Background: an optimization exercise with open tools, aiming at small area. Do not read the settings as production practice. The RTL was checked by simulation tests, not by an equivalence proof against the original design. The flow treats the clock pin as an ideal source, which a real chip does not have. Power figures rest on the tool's default switching activity, not on a simulated workload.

## Decoder
module Decoder(input Clk,
               input rst,
               input High,
               input Low,
               output reg [31:0] Out,
               output reg valid,
               input speed
    );
For scale: ~340 cells after synthesis, roughly 38 I/O pins, about 4500 sq um of cells after synthesis.
==> flow/config.mk <==
export PLATFORM = sky130hd
export DESIGN_NAME = Decoder
export DESIGN_NICKNAME = Decoder
export VERILOG_FILES = /design/flow/design.v
export SDC_FILE = /design/flow/constraint.sdc
export NUM_CORES = 4
export LEC_CHECK = 0
export CAP_MARGIN = 20
export CORE_MARGIN = 2
export CORE_UTILIZATION = 65
export SLEW_MARGIN = 20
==> flow/constraint.sdc <==
create_clock -name core_clock -period 10.0 [get_ports {Clk}]
set_input_delay 2.0000 -clock core_clock [delete_from_list [all_inputs] [get_ports {Clk}]]
set_output_delay 2.0000 -clock core_clock [all_outputs]
set_load 0.01 [all_outputs]
standard.sh (not shown) runs the stock make flow with config.mk's settings and CLKGATE_MAP_FILE= SYNTH_SCRIPT=/design/flow/synth_recipe.tcl, a recipe that flattens the netlist after the stock synthesis.
==> flow/flow/run.sh <==
#!/bin/bash
# Standard ORFS layout (the standard.sh, standard synthesis) with two changes:
# port buffers use the smallest buffer cell, and CTS inserts no dummy loads.
set -euo pipefail
CTS="-sink_clustering_enable -repair_clock_nets -dont_use_dummy_load -buf_list sky130_fd_sc_hd__clkbuf_8 -sink_clustering_size 30 -sink_clustering_max_diameter 80"
bash standard.sh "BUFFER_PORTS_ARGS=-buffer_cell sky130_fd_sc_hd__buf_1" "CTS_ARGS=$CTS" finish > flow.log 2>&1
Next try:
==> flow/flow/run.sh (replaced) <==
#!/bin/bash
# Standard ORFS layout (the standard.sh, standard synthesis) with two changes:
# port buffers use the smallest buffer cell, and CTS inserts no dummy loads.
set -euo pipefail
CTS="-sink_clustering_enable -repair_clock_nets -dont_use_dummy_load -buf_list sky130_fd_sc_hd__clkbuf_4 -sink_clustering_size 20 -sink_clustering_max_diameter 60"
bash standard.sh "BUFFER_PORTS_ARGS=-buffer_cell sky130_fd_sc_hd__buf_1" "CTS_ARGS=$CTS" RECOVER_POWER=100 finish > flow.log 2>&1
- CORE_UTILIZATION: 65 -> 75
After rerunning: Now the flow ran to the end with violations: capacitance limit, slew limit; clock-buffer cell count is unchanged; sequential power is about the same; final cell count fell by 1.1%.
Next try:
- CORE_UTILIZATION: 75 -> 65
Effect:
- The new run finished but fails on capacitance limit, slew limit
- worst setup slack gains 0.16 ns
- sequential share of layout area barely changes
- non-clock buffer count stays the same
Next try:
==> flow/flow/run.sh (replaced) <==
#!/bin/bash
# Standard ORFS layout (the standard.sh, standard synthesis) with two changes:
# port buffers use the smallest buffer cell, and CTS inserts no dummy loads.
set -euo pipefail
CTS="-sink_clustering_enable -repair_clock_nets -dont_use_dummy_load -buf_list sky130_fd_sc_hd__clkbuf_4 -sink_clustering_size 20 -sink_clustering_max_diameter 60"
bash standard.sh "BUFFER_PORTS_ARGS=-buffer_cell sky130_fd_sc_hd__buf_1" "CTS_ARGS=$CTS" finish > flow.log 2>&1
Now the flow produced a clean layout.
Synthesized cell count is unchanged.
Power stays flat.
Final cell count stays the same.
Combinational power rises by about 2%.
Non-clock buffer count stays the same.
Core utilization rises by 0.72 points.
Sequential share of layout area falls by 0.63 points.
Register-to-register slack gains 0.82 ns.

Decoder, a different RTL version from the one above (not shown whole).
Size: about 310 cells after synthesis, roughly 38 I/O pins, ~3900 µm² of cells after synthesis.
clock: 10.0 ns
lec_check: 0
cap_margin: 20
core_margin: 2
core_utilization: 75
slew_margin: 20
==> flow/flow/run.sh <==
#!/bin/bash
# Layout flow: the standard.sh (standard synthesis, standard ORFS steps) with these changes:
#  - after the standard synthesis, the combinational logic is re-mapped for area with ABC
#    (flip-flop instances, their names and cell types are kept exactly as synthesised);
#  - port buffers use the smallest buffer cell;
#  - CTS inserts no dummy loads and uses clkbuf_4 buffers; afterwards, leaf clock buffers
#    whose flip-flop clock pins keep a low slew are swapped to clkbuf_2 (flow/post_cts.tcl).
# Each tool's output goes to a log file in the work folder.
set -euo pipefail
W=$(pwd)
CTS="-sink_clustering_enable -repair_clock_nets -dont_use_dummy_load -buf_list sky130_fd_sc_hd__clkbuf_4 -sink_clustering_size 20 -sink_clustering_max_diameter 60"
ARGS=("BUFFER_PORTS_ARGS=-buffer_cell sky130_fd_sc_hd__buf_1" "CTS_ARGS=$CTS" "POST_CTS_TCL=$W/flow/post_cts.tcl")
bash standard.sh "${ARGS[@]}" synth > synth.log 2>&1
R=$W/orfs/results/${FLOW_PLATFORM}/Decoder/base
cp $R/1_2_yosys.v $W/standard_netlist.v
REMAP_LIB=$FLOW_HOME/platforms/sky130hd/lib/sky130_fd_sc_hd__tt_025C_1v80.lib \
REMAP_IN=$W/standard_netlist.v REMAP_OUT=$W/remapped.v REMAP_SCRIPTS="$W/flow/a1.abc $W/flow/a2.abc $W/flow/a3.abc $W/flow/a4.abc $W/flow/a5.abc" \
REMAP_TOP=$FLOW_TOP REMAP_DONT_USE="sky130_fd_sc_hd__lpflow_* sky130_fd_sc_hd__probe*" \
REMAP_STAT=$W/remap_stat.txt yosys -c $W/flow/remap.tcl > remap.log 2>&1
cp $W/remapped.v $R/1_2_yosys.v
rm -f $R/1_synth.odb
bash standard.sh "${ARGS[@]}" finish > flow.log 2>&1
Other scripts of this flow, unchanged in this note and not shown: flow/flow/a1.abc, flow/flow/a2.abc, flow/flow/a3.abc, flow/flow/a4.abc, flow/flow/a5.abc, flow/flow/downsize.tcl, flow/flow/post_cts.tcl, flow/flow/remap.tcl
The starting point passed the timing, design-rule and antenna checks.
Rerun with:
--- a/flow/flow/run.sh
+++ b/flow/flow/run.sh
@@ -17 +17 @@
-REMAP_IN=$W/standard_netlist.v REMAP_OUT=$W/remapped.v REMAP_SCRIPTS="$W/flow/a1.abc $W/flow/a2.abc $W/flow/a3.abc $W/flow/a4.abc $W/flow/a5.abc" \
+REMAP_IN=$W/standard_netlist.v REMAP_OUT=$W/remapped.v REMAP_SCRIPTS="$W/flow/a1.abc $W/flow/a2.abc $W/flow/a3.abc $W/flow/a4.abc $W/flow/a5.abc $W/flow/a6.abc $W/flow/a7.abc $W/flow/a8.abc" \
==> flow/flow/a6.abc (new file) <==
strash
&get -n
&deepsyn -T 60 -S 3
&put
dch -f
amap
topo
==> flow/flow/a7.abc (new file) <==
strash
&get -n
&deepsyn -T 60 -S 4
&put
dch -f
amap
topo
==> flow/flow/a8.abc (new file) <==
strash
&get -n
&deepsyn -T 60 -S 5
&put
dch -f
amap
topo
Settings changed: CAP_MARGIN 20 to 0, CORE_UTILIZATION 75 to 65, SLEW_MARGIN 20 to 0.
The new run completed with no timing, DRC or antenna violations.
Routed wire length goes down by 1.8%.
Setup slack gets worse by 0.20 ns.
Global-route usage decreases by 2.4 points.
Non-clock buffer count came out higher by 1.
Cell count fell by 1.4%.
Hold slack hardly moves.
Clock-buffer cell count is unchanged.
Total power barely changes.
Die area climbs by 14%.
Rerun with:
Settings changed: CAP_MARGIN 0 to 20, CORE_UTILIZATION 65 to 75, SLEW_MARGIN 0 to 20.
What happened: The changed run finished with timing, DRC and antenna clean. Synthesized area does not change. Worst setup slack loses 0.12 ns. Non-clock buffer count stays the same. Routed wire length drops by about 1%. Final area stays flat. Die area drops by about 13%. Global-route usage climbs by 2.3 points.

==> port drivers added, routing unchanged <==
How much do the figures lean on ideal ports? The routed layouts below were timed once more, with nothing changed but the port constraints. Step 1, drivers: a clkbuf_16 drives Clk and a buf_2 each remaining input, both assumed. Step 2 times the ports against the registers' clock, not the clock port: input delays grow and output delays shrink by t, the midpoint of the rising clock arrivals with the driver on. Slacks: no drivers / after step 1 / after step 2; pairs: no drivers / after step 1.
run	shift t [ns]	slack for setup (ns)	cell pins on the clock port's net
the first run of note 1	0.422	6.698 / 6.702 / 6.279	1
the second run of note 1	0.522	6.254 / 6.262 / 5.739	1
the third run of note 1	0.497	6.415 / 6.422 / 5.925	1
the fourth run of note 1	0.492	6.758 / 6.763 / 6.270	1
the first run of note 2	0.479	6.276 / 6.276 / 6.226	1
the second run of note 2	0.496	6.080 / 6.083 / 5.587	1
the third run of note 2	0.498	5.964 / 5.964 / 5.465	1
For the second run of note 1, which loses most, drivers alone change the setup slack by +0.008 ns; drivers and shift together by -0.515 ns.
